This is an optimization exercise on Yosys and OpenROAD, whose aim is small area, not a production implementation. At most, simulation tests tie the RTL to the original design; equivalence was not proved.

// top
module top (
    input  logic              		clk,
    input  logic              		rst_n,
    input  logic              		valid_in_dac,    
    input  logic signed [15 : 0]    audio_in,        
    input  logic              		valid_in_adc,    
    input  logic              		sdm_in,          
    output logic              		valid_out_dac,
    output logic              		sdm_out,
    output logic              		valid_out_adc,
    output logic signed [15 : 0]    audio_out
);
  logic valid_out_dac_int;
  logic sdm_out_int;
  logic valid_out_adc_int;
  logic signed [15 : 0] audio_out_int;
  sdm_dac_1st dac_1st_order (
      .clk       (clk),
      .rst_n     (rst_n),
      .valid_in  (valid_in_dac),
      .din       (audio_in),
      .valid_out (valid_out_dac_int),
      .dout      (sdm_out_int)
  );
  assign valid_out_dac = valid_out_dac_int;
  assign sdm_out       = sdm_out_int;
  assign valid_out_adc = valid_out_adc_int;
  assign audio_out     = audio_out_int;
  sdm_adc_art adc_art (
      .clk       (clk),
      .rst_n     (rst_n),
      .valid_in  (valid_in_adc),
      .din       (sdm_in),
      .valid_out (valid_out_adc_int),
      .dout      (audio_out_int)
  );
endmodule
Size: ~740 cells after synthesis, roughly 160 flip-flops, roughly 40 I/O pins, about 8100 um2 of cells after synthesis.
clock: 20.0 ns
lec_check: 0
cap_margin: 20
core_margin: 2
core_utilization: 40
cts_buf_list: sky130_fd_sc_hd__clkbuf_8
slew_margin: 20
standard.sh (not shown) runs the stock make flow with config.mk's settings and CLKGATE_MAP_FILE= SYNTH_SCRIPT=/design/flow/synth_recipe.tcl, a recipe that flattens the netlist after the stock synthesis.
==> flow/flow/run.sh <==
#!/bin/bash
# The standard layout with two changes: the port buffers are the smallest
# buffer cell, and clock tree synthesis adds no dummy loads. Each tool's full
# output stays in ORFS's own logs; make's output goes to standard.log here.
set -euo pipefail
export BUFFER_PORTS_ARGS="-buffer_cell sky130_fd_sc_hd__buf_1"
export CTS_ARGS="-sink_clustering_enable -repair_clock_nets -buf_list sky130_fd_sc_hd__clkbuf_8 -dont_use_dummy_load"
bash standard.sh > standard.log 2>&1
Edit:
==> flow/flow/run.sh (replaced) <==
#!/bin/bash
# The standard layout with these changes: the port buffers are the
# smallest buffer cell, clock tree synthesis adds no dummy loads, and after
# floorplanning OpenROAD's restructure re-maps the combinational logic for
# area (flow/restructure.tcl). Logs here: standard.log (make), filter_lib.log,
# restructure_abc.log; ORFS's own logs are under orfs/logs.
set -euo pipefail
export RUN_DIR="$PWD"
export BUFFER_PORTS_ARGS="-buffer_cell sky130_fd_sc_hd__buf_1"
export POST_FLOORPLAN_TCL="$PWD/flow/restructure.tcl"
export CTS_ARGS="-sink_clustering_enable -repair_clock_nets -buf_list sky130_fd_sc_hd__clkbuf_8 -dont_use_dummy_load"
bash standard.sh > standard.log 2>&1
==> flow/flow/filter_lib.py (new file) <==
"""Write a copy of the platform's liberty without the cells the platform marks
don't-use, for the logic restructuring step (which reads a liberty file itself)."""
import sys, re
src, dst = sys.argv[1], sys.argv[2]
dont = set(sys.argv[3].split())
text = open(src).read()
out, i, dropped = [], 0, 0


pos = 0
pat = re.compile(r'\n(\s*)cell\s*\(\s*"?(\w+)"?\s*\)\s*\{')
while True:
    m = pat.search(text, pos)
    if not m:
        out.append(text[pos:])
        break
    # find the end of this cell group by brace counting
    depth, j = 1, m.end()
    while depth:
        c = text[j]
        if c == '{':
            depth += 1
        elif c == '}':
            depth -= 1
        j += 1
    if m.group(2) in dont:
        out.append(text[pos:m.start()])
        dropped += 1
    else:
        out.append(text[pos:j])
    pos = j
open(dst, 'w').write(''.join(out))
print(f"dropped {dropped} cells")
==> flow/flow/restructure.tcl (new file) <==
# Area recovery on the combinational logic between registers (registers and
# ports untouched), mapped onto the platform's cells minus its don't-use list.
set rmp_dir $::env(RESULTS_DIR)/rmp
file mkdir $rmp_dir
set rmp_lib $rmp_dir/rmp.lib
exec python3 [file join [file dirname [info script]] filter_lib.py] \
  [lindex $::env(LIB_FILES) 0] $rmp_lib $::env(DONT_USE_CELLS) \
  > $::env(RUN_DIR)/filter_lib.log 2>@1
restructure -target area -liberty_file $rmp_lib \
  -tielo_port sky130_fd_sc_hd__conb_1/LO -tiehi_port sky130_fd_sc_hd__conb_1/HI \
  -work_dir $rmp_dir -abc_logfile $::env(RUN_DIR)/restructure_abc.log
Result:
- The new run completed with no timing, DRC or antenna violations
- core utilization drops by 2.3 points
- register-to-register slack improved by 540 ps
- fmax rose by 4.1%
- routed wire length rises by 8.4%
No functional check of the RTL was part of any run of this note.

---

Setup of branch quartz:
top, a different RTL version from the one above (not shown whole).
For scale: about 760 cells after synthesis, roughly 40 I/O pins.
==> flow/config.mk <==
export PLATFORM = sky130hd
export DESIGN_NAME = top
export DESIGN_NICKNAME = top
export VERILOG_FILES = /design/flow/design.v
export SDC_FILE = /design/flow/constraint.sdc
export NUM_CORES = 4
export LEC_CHECK = 0
export CAP_MARGIN = 20
export CORE_MARGIN = 2
export CORE_UTILIZATION = 65
export CTS_BUF_LIST = sky130_fd_sc_hd__clkbuf_8
export SLEW_MARGIN = 20
==> flow/constraint.sdc <==
create_clock -name core_clock -period 20.0 [get_ports {clk}]
set_input_delay 4.0000 -clock core_clock [delete_from_list [all_inputs] [get_ports {clk}]]
set_output_delay 4.0000 -clock core_clock [all_outputs]
set_load 0.01 [all_outputs]
==> flow/flow/run.sh <==
#!/bin/bash
# The standard layout with two changes: the port buffers are the smallest
# buffer cell, and clock tree synthesis adds no dummy loads. Each tool's full
# output stays in ORFS's own logs; make's output goes to standard.log here.
set -euo pipefail
export BUFFER_PORTS_ARGS="-buffer_cell sky130_fd_sc_hd__buf_1"
export CTS_ARGS="-sink_clustering_enable -repair_clock_nets -buf_list sky130_fd_sc_hd__clkbuf_8 -dont_use_dummy_load"
bash standard.sh > standard.log 2>&1
branch quartz went all the way through the flow, and no timing, DRC or antenna check failed.
Relative to branch quartz, the following input files were edited for branch harbor:
diff --git a/flow/config.mk b/flow/config.mk
--- a/flow/config.mk
+++ b/flow/config.mk
@@ -10 +10 @@
-export CORE_UTILIZATION = 65
+export CORE_UTILIZATION = 40
Notes after the runs:
In the flow results for branch quartz and branch harbor, the largest stage delay on the critical path is smaller on branch quartz. Re sequential area share after synthesis: no difference whatsoever between branch harbor and branch quartz. Diff branch quartz -> branch harbor: number of cells on the worst reg-to-reg path down about 2%; utilization after layout now smaller.

-- re-timing with driven ports --
How much do the figures lean on ideal ports? The routed layouts below were timed once more, with nothing changed but the port constraints.
Step 1 (the two cells are an assumption about what drives the block):
set clk [get_ports {clk}]
set_driving_cell -lib_cell sky130_fd_sc_hd__clkbuf_16 $clk
set_driving_cell -lib_cell sky130_fd_sc_hd__buf_2 [delete_from_list [all_inputs] $clk]
Step 2 moves the port delays by t, midway between the first and last clock arrival at a register: inputs arrive t later, outputs are due t later. That takes back most of the time a late clock gives input paths.
Slacks: ideal / step 1 / step 2; pairs: ideal / step 1.
run	t (ns)	setup slack, ns	latest minus earliest clock arrival (ns)	pins driven straight from the clock port
the first run of note 1	0.460	6.113 / 6.113 / 6.113	0.046 / 0.046	1
the second run of note 1	0.465	6.657 / 6.657 / 6.657	0.037 / 0.037	1
branch quartz	0.488	6.799 / 6.799 / 6.799	0.024 / 0.024	1
branch harbor	0.474	6.432 / 6.432 / 6.432	0.026 / 0.026	1
After both steps setup and hold are still met in every run listed.
